This design comes from an exercise in tuning for small area and a short achievable clock period on the open sky130 flow, not from production work. In this exercise RTL edits were held to simulation tests only and were not proved equivalent to the original. Power is estimated from default activity; no workload was simulated.

==> flow/design.v <==
`timescale 1ns / 1ps
module lab4_2(
  input [1:0] mode,
  input [2:0] n_gasoline_pumps,
  input [2:0] n_diesel_pumps,
  input [3:0] fuel_amount,
  input fuel_type,
  input CLK,
  input rst,
  output [0:5] pump_status,
  output is_gasoline_queue_not_full,
  output is_diesel_queue_not_full,
  output [3:0] n_cars_in_gasoline_queue,
  output [3:0] n_cars_in_diesel_queue,
  output [7:0] total_gasoline_needed,
  output [7:0] total_diesel_needed,
  output reg invalid_gasoline_car,
  output reg invalid_diesel_car,
  output reg invalid_setup_params
);
reg [2:0] gc, ac;
reg [23:0] r;      
reg [31:0] gq;     
reg [31:0] dq;
reg [3:0] ncg, ncd;
reg [6:0] tg, td;
wire [23:0] r_keep;
wire [5:0]  newg, newd;
wire [31:0] gq_sh, dq_sh;
wire [7:0]  insg, insd;
wire [3:0]  ncg0, ncg1, ncd0, ncd1;
wire [6:0]  tg0, td0;
lab4_2_core core (
  .gc(gc), .ac(ac), .r(r), .gq(gq), .dq(dq), .ncg(ncg), .ncd(ncd), .tg(tg), .td(td),
  .pump_status(pump_status),
  .r_keep(r_keep), .newg(newg), .newd(newd),
  .gq_sh(gq_sh), .dq_sh(dq_sh), .insg(insg), .insd(insd),
  .ncg0(ncg0), .ncg1(ncg1), .ncd0(ncd0), .ncd1(ncd1),
  .tg0(tg0), .td0(td0));
wire nog = ncg[3] & ncg[2];      
wire nod = ncd[3] & ncd[2];
assign is_gasoline_queue_not_full = ~ncg[3];
assign is_diesel_queue_not_full   = ~ncd[3];
assign n_cars_in_gasoline_queue   = ncg;
assign n_cars_in_diesel_queue     = ncd;
assign total_gasoline_needed      = {nog, tg | {7{nog}}};
assign total_diesel_needed        = {nod, td | {7{nod}}};
wire setup  = mode[1];
wire addcmd = ~mode[1] & mode[0];
wire fa_ok  = ~fuel_amount[3] | (fuel_amount[2:0] == 3'd0);
wire add_g  = addcmd & ~fuel_type & fa_ok & ~ncg[3];
wire add_d  = addcmd &  fuel_type & fa_ok & ~ncd[3];
wire flag   = ac != 3'd0;
reg [3:0] enc;
always @* begin
  case (fuel_amount)
    4'd0: enc = 4'b0000;
    4'd1: enc = 4'b1000;
    4'd2: enc = 4'b0100;
    4'd3: enc = 4'b0010;
    4'd4: enc = 4'b1001;
    4'd5: enc = 4'b1100;
    4'd6: enc = 4'b0110;
    4'd7: enc = 4'b1011;
    4'd8: enc = 4'b1101;
    default: enc = 4'bxxxx;
  endcase
end
wire [3:0] lo_g = {1'b0, tg0[2:0]} + {1'b0, fuel_amount[2:0]};
wire [3:0] lo_d = {1'b0, td0[2:0]} + {1'b0, fuel_amount[2:0]};
wire [6:0] tga = fuel_amount[3] ? tg0 + 7'd8 : {tg0[6:3] + lo_g[3], lo_g[2:0]};
wire [6:0] tda = fuel_amount[3] ? td0 + 7'd8 : {td0[6:3] + lo_d[3], lo_d[2:0]};
wire [2:0] sum3 = n_gasoline_pumps + n_diesel_pumps;
wire [3:0] sum4 = {1'b0, n_gasoline_pumps} + {1'b0, n_diesel_pumps};
wire valid = (sum3 != 3'd0) && (sum3 != 3'd7);
wire g_on  = valid && (n_gasoline_pumps != 3'd0);
wire d_on  = valid && (n_diesel_pumps != 3'd0);
always @(posedge CLK) begin
  if (rst) begin
    gc <= 3'd0;
    ac <= 3'd0;
    ncg <= 4'hf;
    ncd <= 4'hf;
    tg <= 7'd0;
    td <= 7'd0;
    invalid_gasoline_car <= 1'b0;
    invalid_diesel_car <= 1'b0;
    invalid_setup_params <= 1'b0;
  end else if (setup) begin
    gc <= ~valid ? 3'd0 : (n_gasoline_pumps == 3'd7) ? 3'd6 : n_gasoline_pumps;
    ac <= ~valid ? 3'd0 : (sum4 > 4'd6) ? 3'd6 : sum4[2:0];
    ncg <= g_on ? 4'd0 : 4'hf;
    ncd <= d_on ? 4'd0 : 4'hf;
    tg <= 7'd0;
    td <= 7'd0;
    invalid_gasoline_car <= 1'b0;
    invalid_diesel_car <= 1'b0;
    invalid_setup_params <= ~valid;
  end else begin
    ncg <= add_g ? ncg1 : ncg0;
    ncd <= add_d ? ncd1 : ncd0;
    tg <= add_g ? tga : tg0;
    td <= add_d ? tda : td0;
    invalid_gasoline_car <= flag & addcmd & ~fuel_type & (~fa_ok | ncg[3]);
    invalid_diesel_car   <= flag & addcmd &  fuel_type & (~fa_ok | ncd[3]);
  end
end
integer i;
always @(posedge CLK) begin
  for (i = 0; i < 6; i = i + 1)
    r[4*i +: 4] <= (setup ? 4'd0 : r_keep[4*i +: 4]) |
                   (((add_g & newg[i]) | (add_d & newd[i])) ? enc : 4'd0);
  for (i = 0; i < 8; i = i + 1) begin
    gq[4*i +: 4] <= (setup ? 4'd0 : gq_sh[4*i +: 4]) | ((add_g & insg[i]) ? enc : 4'd0);
    dq[4*i +: 4] <= (setup ? 4'd0 : dq_sh[4*i +: 4]) | ((add_d & insd[i]) ? enc : 4'd0);
  end
end
endmodule
module lab4_2_core(
  input  [2:0]  gc, ac,
  input  [23:0] r,
  input  [31:0] gq, dq,
  input  [3:0]  ncg, ncd,
  input  [6:0]  tg, td,
  output [0:5]  pump_status,
  output reg [23:0] r_keep,      
  output reg [5:0]  newg, newd,  
  output reg [31:0] gq_sh, dq_sh,  
  output [7:0]  insg, insd,      
  output [3:0]  ncg0, ncg1, ncd0, ncd1,  
  output [6:0]  tg0, td0         
);
wire [5:0] gm = {gc[2] & gc[1], gc[2] & (gc[1] | gc[0]), gc[2], gc[2] | (gc[1] & gc[0]), gc[2] | gc[1], |gc};
wire [5:0] am = {ac[2] & ac[1], ac[2] & (ac[1] | ac[0]), ac[2], ac[2] | (ac[1] & ac[0]), ac[2] | ac[1], |ac};
wire [5:0] dm = am & ~gm;
reg  [5:0] free;
reg  [6:0] ohg, ohd;
reg  [5:0] tkg [0:5];      
reg  [5:0] tkd [0:5];
reg  [7:0] eqg, eqd;       
reg  [2:0] pfg, pfd;       
integer a, b, k;
genvar gi;
generate
  for (gi = 0; gi < 6; gi = gi + 1) begin : g_ps
    assign pump_status[gi] = am[gi] & free[gi];
  end
endgenerate
always @* begin
  for (a = 0; a < 6; a = a + 1)
    free[a] = (r[4*a +: 4] == 4'd0);
  ohg = 7'd1;
  ohd = 7'd1;
  for (a = 0; a < 6; a = a + 1) begin
    tkg[a] = (gm[a] & free[a]) ? ohg[5:0] : 6'd0;
    tkd[a] = (dm[a] & free[a]) ? ohd[5:0] : 6'd0;
    if (gm[a] & free[a]) ohg = {ohg[5:0], 1'b0};
    if (dm[a] & free[a]) ohd = {ohd[5:0], 1'b0};
  end
  pfg = 3'd0;
  pfd = 3'd0;
  for (a = 0; a < 7; a = a + 1) begin
    if (ohg[a]) pfg = pfg | a;
    if (ohd[a]) pfd = pfd | a;
  end
  for (a = 0; a < 8; a = a + 1) begin
    eqg[a] = (ncg == a);
    eqd[a] = (ncd == a);
  end
  for (b = 0; b < 6; b = b + 1) begin
    r_keep[4*b +: 4] = {r[4*b +: 3], r[4*b+3] & r[4*b+2]};
    newg[b] = 1'b0;
    newd[b] = 1'b0;
    for (k = 0; k <= b; k = k + 1) begin
      if (tkg[b][k]) r_keep[4*b +: 4] = r_keep[4*b +: 4] | gq[4*k +: 4];
      if (tkd[b][k]) r_keep[4*b +: 4] = r_keep[4*b +: 4] | dq[4*k +: 4];
      newg[b] = newg[b] | (tkg[b][k] & eqg[k]);
      newd[b] = newd[b] | (tkd[b][k] & eqd[k]);
    end
  end
  for (b = 0; b < 8; b = b + 1) begin
    gq_sh[4*b +: 4] = 4'd0;
    dq_sh[4*b +: 4] = 4'd0;
    for (k = 0; k <= 6; k = k + 1) begin
      if (b + k <= 7) begin
        if (ohg[k]) gq_sh[4*b +: 4] = gq_sh[4*b +: 4] | gq[4*(b+k) +: 4];
        if (ohd[k]) dq_sh[4*b +: 4] = dq_sh[4*b +: 4] | dq[4*(b+k) +: 4];
      end
    end
  end
end
wire [3:0] ncg_sub = ncg - {1'b0, pfg};
wire [3:0] ncd_sub = ncd - {1'b0, pfd};
wire neg_g = ncg_sub[3] & ~ncg[3];
wire neg_d = ncd_sub[3] & ~ncd[3];
assign ncg0 = neg_g ? 4'd0 : ncg_sub;
assign ncd0 = neg_d ? 4'd0 : ncd_sub;
assign ncg1 = neg_g ? 4'd0 : ncg_sub + 4'd1;
assign ncd1 = neg_d ? 4'd0 : ncd_sub + 4'd1;
genvar gb;
generate
  for (gb = 0; gb < 8; gb = gb + 1) begin : g_ins
    assign insg[gb] = ~neg_g & (ncg_sub[2:0] == gb);
    assign insd[gb] = ~neg_d & (ncd_sub[2:0] == gb);
  end
endgenerate
wire [5:0] bg = gm & ~free;
wire [5:0] bd = dm & ~free;
wire [2:0] nbg = bg[0] + bg[1] + bg[2] + bg[3] + bg[4] + bg[5];
wire [2:0] nbd = bd[0] + bd[1] + bd[2] + bd[3] + bd[4] + bd[5];
assign tg0 = tg + {4'b1111, ~nbg} + 7'd1;
assign td0 = td + {4'b1111, ~nbd} + 7'd1;
endmodule
clock: 36.0 ns
lec_check: 0
cap_margin: 20
core_margin: 2
core_utilization: 25
slew_margin: 20
standard.sh (not shown) runs the stock make flow with config.mk's settings and CLKGATE_MAP_FILE= SYNTH_SCRIPT=/design/flow/synth_recipe.tcl, a recipe that flattens the netlist after the stock synthesis.
==> flow/flow/run.sh <==
#!/bin/bash
# Own layout flow: the standard layout (standard.sh) with these changes:
#  1. synthesis keeps lab4_2_core (pure combinational logic) apart from the
#     top module, so the command inputs only pass through the top's final
#     logic, and maps the logic with Yosys's default ABC script and without
#     the full-adder extraction (flow/synth.tcl); the registers are the same
#     as the standard synthesis's, all in the top module;
#  2. ORFS's timing repair aims for a setup slack margin (flow/margin.txt),
#     so the gates get sized for a short period.
# Each tool's output goes to a log file of its own in this folder.
set -euo pipefail
W=$PWD
MARGIN=$(cat "$W/flow/margin.txt")
make -C "$FLOW_HOME" DESIGN_CONFIG="$W/config.mk" WORK_HOME="$W/orfs" CLKGATE_MAP_FILE= \
  SYNTH_SCRIPT="$W/flow/synth.tcl" ADDER_MAP_FILE= SYNTH_HIERARCHICAL=1 SYNTH_MINIMUM_KEEP_SIZE=0 \
  synth > "$W/synth.log" 2>&1
SETUP_SLACK_MARGIN=$MARGIN bash "$W/standard.sh" > "$W/layout.log" 2>&1
==> flow/flow/margin.txt <==
27
==> flow/flow/synth.tcl <==
# The standard synthesis (synth_recipe.tcl), except that ABC maps the logic
# with Yosys's default ABC script instead of ORFS's speed script.
proc synth {args} { yosys synth -nofsm -noshare {*}$args }

proc abc {args} {
  set keep {}
  set skip 0
  foreach a $args {
    if { $skip } { set skip 0; continue }
    if { $a in {-script -constr -D} } { set skip 1; continue }
    lappend keep $a
  }
  puts "abc (default script) $keep"
  yosys abc {*}$keep
}
source $::env(SCRIPTS_DIR)/synth.tcl
# left out here: clear keep_hierarchy, flatten, clean up, hide names made inside functions, write 1_2_yosys.v
The first run completed without violations.
Rerun with:
--- a/flow/flow/run.sh
+++ b/flow/flow/run.sh
@@ -17 +17 @@
-SETUP_SLACK_MARGIN=$MARGIN bash "$W/standard.sh" > "$W/layout.log" 2>&1
+BUFFER_PORTS_ARGS="-buffer_cell sky130_fd_sc_hd__buf_1" SETUP_SLACK_MARGIN=$MARGIN bash "$W/standard.sh" > "$W/layout.log" 2>&1
CTS_BUF_LIST = sky130_fd_sc_hd__clkbuf_4 sky130_fd_sc_hd__clkbuf_8   (was default)
PLACE_DENSITY = 0.4   (was default)
Result:
- power decreases by roughly a tenth
- sequential share of layout area increases by 1.3 points
- cell count stays flat
Rerun with:
==> flow/flow/run.sh (replaced) <==
#!/bin/bash
# Own layout flow: the standard layout (standard.sh) with these changes:
#  1. synthesis keeps lab4_2_core (pure combinational logic) apart from the
#     top module, so the command inputs only pass through the top's final
#     logic, and maps the logic with an area-minded ABC script (flow/abc.script)
#     and without the full-adder extraction (flow/synth.tcl); the registers
#     are the same as the standard synthesis's, all in the top module;
#  2. ports get sky130_fd_sc_hd__buf_1 buffers (the resizer sizes them up
#     where timing needs it);
#  3. ORFS's timing repair aims for a setup slack margin (flow/margin.txt),
#     so the gates get sized for a short period.
# Each tool's output goes to a log file of its own in this folder.
set -euo pipefail
W=$PWD
MARGIN=$(cat "$W/flow/margin.txt")
make -C "$FLOW_HOME" DESIGN_CONFIG="$W/config.mk" WORK_HOME="$W/orfs" CLKGATE_MAP_FILE= \
  SYNTH_SCRIPT="$W/flow/synth.tcl" MY_ABC_SCRIPT="$W/flow/abc.script" ADDER_MAP_FILE= \
  SYNTH_HIERARCHICAL=1 SYNTH_MINIMUM_KEEP_SIZE=0 \
  synth > "$W/synth.log" 2>&1
BUFFER_PORTS_ARGS="-buffer_cell sky130_fd_sc_hd__buf_1" SETUP_SLACK_MARGIN=$MARGIN \
  bash "$W/standard.sh" > "$W/layout.log" 2>&1
==> flow/flow/abc.script (new file) <==
strash
&get -n
&st
&dch -x
&nf -R 200
&st
&dch -x
&nf -R 200
&st
&dch -x
&nf -R 200
&put
==> flow/flow/margin.txt (replaced) <==
26.7
--- a/flow/flow/synth.tcl
+++ b/flow/flow/synth.tcl
@@ -1,2 +0,0 @@
-# The standard synthesis (synth_recipe.tcl), except that ABC maps the logic
-# with Yosys's default ABC script instead of ORFS's speed script.
@@ -4 +1,0 @@
-
@@ -13 +10,2 @@
-  puts "abc (default script) $keep"
+  if { [info exists ::env(MY_ABC_SCRIPT)] } { lappend keep -script $::env(MY_ABC_SCRIPT) }
+  puts "abc (custom) $keep"
CORE_UTILIZATION = 35   (was 25)
CTS_BUF_LIST = sky130_fd_sc_hd__clkbuf_8   (was sky130_fd_sc_hd__clkbuf_4 sky130_fd_sc_hd__clkbuf_8)
PLACE_DENSITY = 0.45   (was 0.4)
=>
- sequential power is about the same
- first-iteration DRC count decreases by 2.0%
- register-to-register slack improves by 0.14 ns
- power decreases by 6.7%
- non-clock buffer count increases by 2
- clock power decreases by about 7%
- die area decreases by about 30%
- worst setup slack degrades by 0.21 ns
Rerun with:
==> flow/flow/run.sh (replaced) <==
#!/bin/bash
# Own layout flow: the standard layout (standard.sh) with these changes:
#  1. synthesis keeps lab4_2_core (pure combinational logic) apart from the
#     top module, so the command inputs only pass through the top's final
#     logic, and maps the logic with Yosys's default ABC script and without
#     the full-adder extraction (flow/synth.tcl); the registers are the same
#     as the standard synthesis's, all in the top module;
#  2. ORFS's timing repair aims for a setup slack margin (flow/margin.txt),
#     so the gates get sized for a short period.
# Each tool's output goes to a log file of its own in this folder.
set -euo pipefail
W=$PWD
MARGIN=$(cat "$W/flow/margin.txt")
make -C "$FLOW_HOME" DESIGN_CONFIG="$W/config.mk" WORK_HOME="$W/orfs" CLKGATE_MAP_FILE= \
  SYNTH_SCRIPT="$W/flow/synth.tcl" ADDER_MAP_FILE= SYNTH_HIERARCHICAL=1 SYNTH_MINIMUM_KEEP_SIZE=0 \
  synth > "$W/synth.log" 2>&1
BUFFER_PORTS_ARGS="-buffer_cell sky130_fd_sc_hd__buf_1" SETUP_SLACK_MARGIN=$MARGIN bash "$W/standard.sh" > "$W/layout.log" 2>&1
==> flow/flow/margin.txt (replaced) <==
27.5
--- a/flow/flow/synth.tcl
+++ b/flow/flow/synth.tcl
@@ -0,0 +1,2 @@
+# The standard synthesis (synth_recipe.tcl), except that ABC maps the logic
+# with Yosys's default ABC script instead of ORFS's speed script.
@@ -1,0 +4 @@
+
@@ -10,2 +13 @@
-  if { [info exists ::env(MY_ABC_SCRIPT)] } { lappend keep -script $::env(MY_ABC_SCRIPT) }
-  puts "abc (custom) $keep"
+  puts "abc (default script) $keep"
removed: flow/flow/abc.script
=> Final cell count went up by 6.0%. Sequential share of layout area went down by 1.8 points. Worst setup slack gains 0.35 ns. Wire length went up by 8.7%.

## re-timing with driven ports
How much do the figures lean on ideal ports? The routed layouts below were timed once more, with nothing changed but the port constraints.
Step 1 (the two cells are an assumption about what drives the block):
set clk [get_ports {CLK}]
set_driving_cell -lib_cell sky130_fd_sc_hd__clkbuf_16 $clk
set_driving_cell -lib_cell sky130_fd_sc_hd__buf_2 [delete_from_list [all_inputs] $clk]
Step 2 times the ports against the registers' clock, not the clock port: input delays grow and output delays shrink by t, the midpoint of the rising clock arrivals with the driver on.
Slacks: ideal / step 1 / step 2; pairs: ideal / step 1.
run	t (ns)	setup slack, ns	hold WS [ns]	cell pins on the clock port's net
the first run	0.484	27.038 / 27.005 / 26.580	0.488 / 0.488 / 0.488	1
the second run	0.514	27.072 / 27.027 / 26.658	0.491 / 0.491 / 0.491	1
the third run	0.506	26.860 / 26.815 / 26.461	0.488 / 0.488 / 0.488	1
the fourth run	0.489	27.214 / 27.167 / 27.082	0.478 / 0.478 / 0.478	1
After both steps setup and hold are still met in every run listed. For the first run, which loses most, drivers alone change the setup slack by -0.033 ns; drivers and shift together by -0.458 ns.
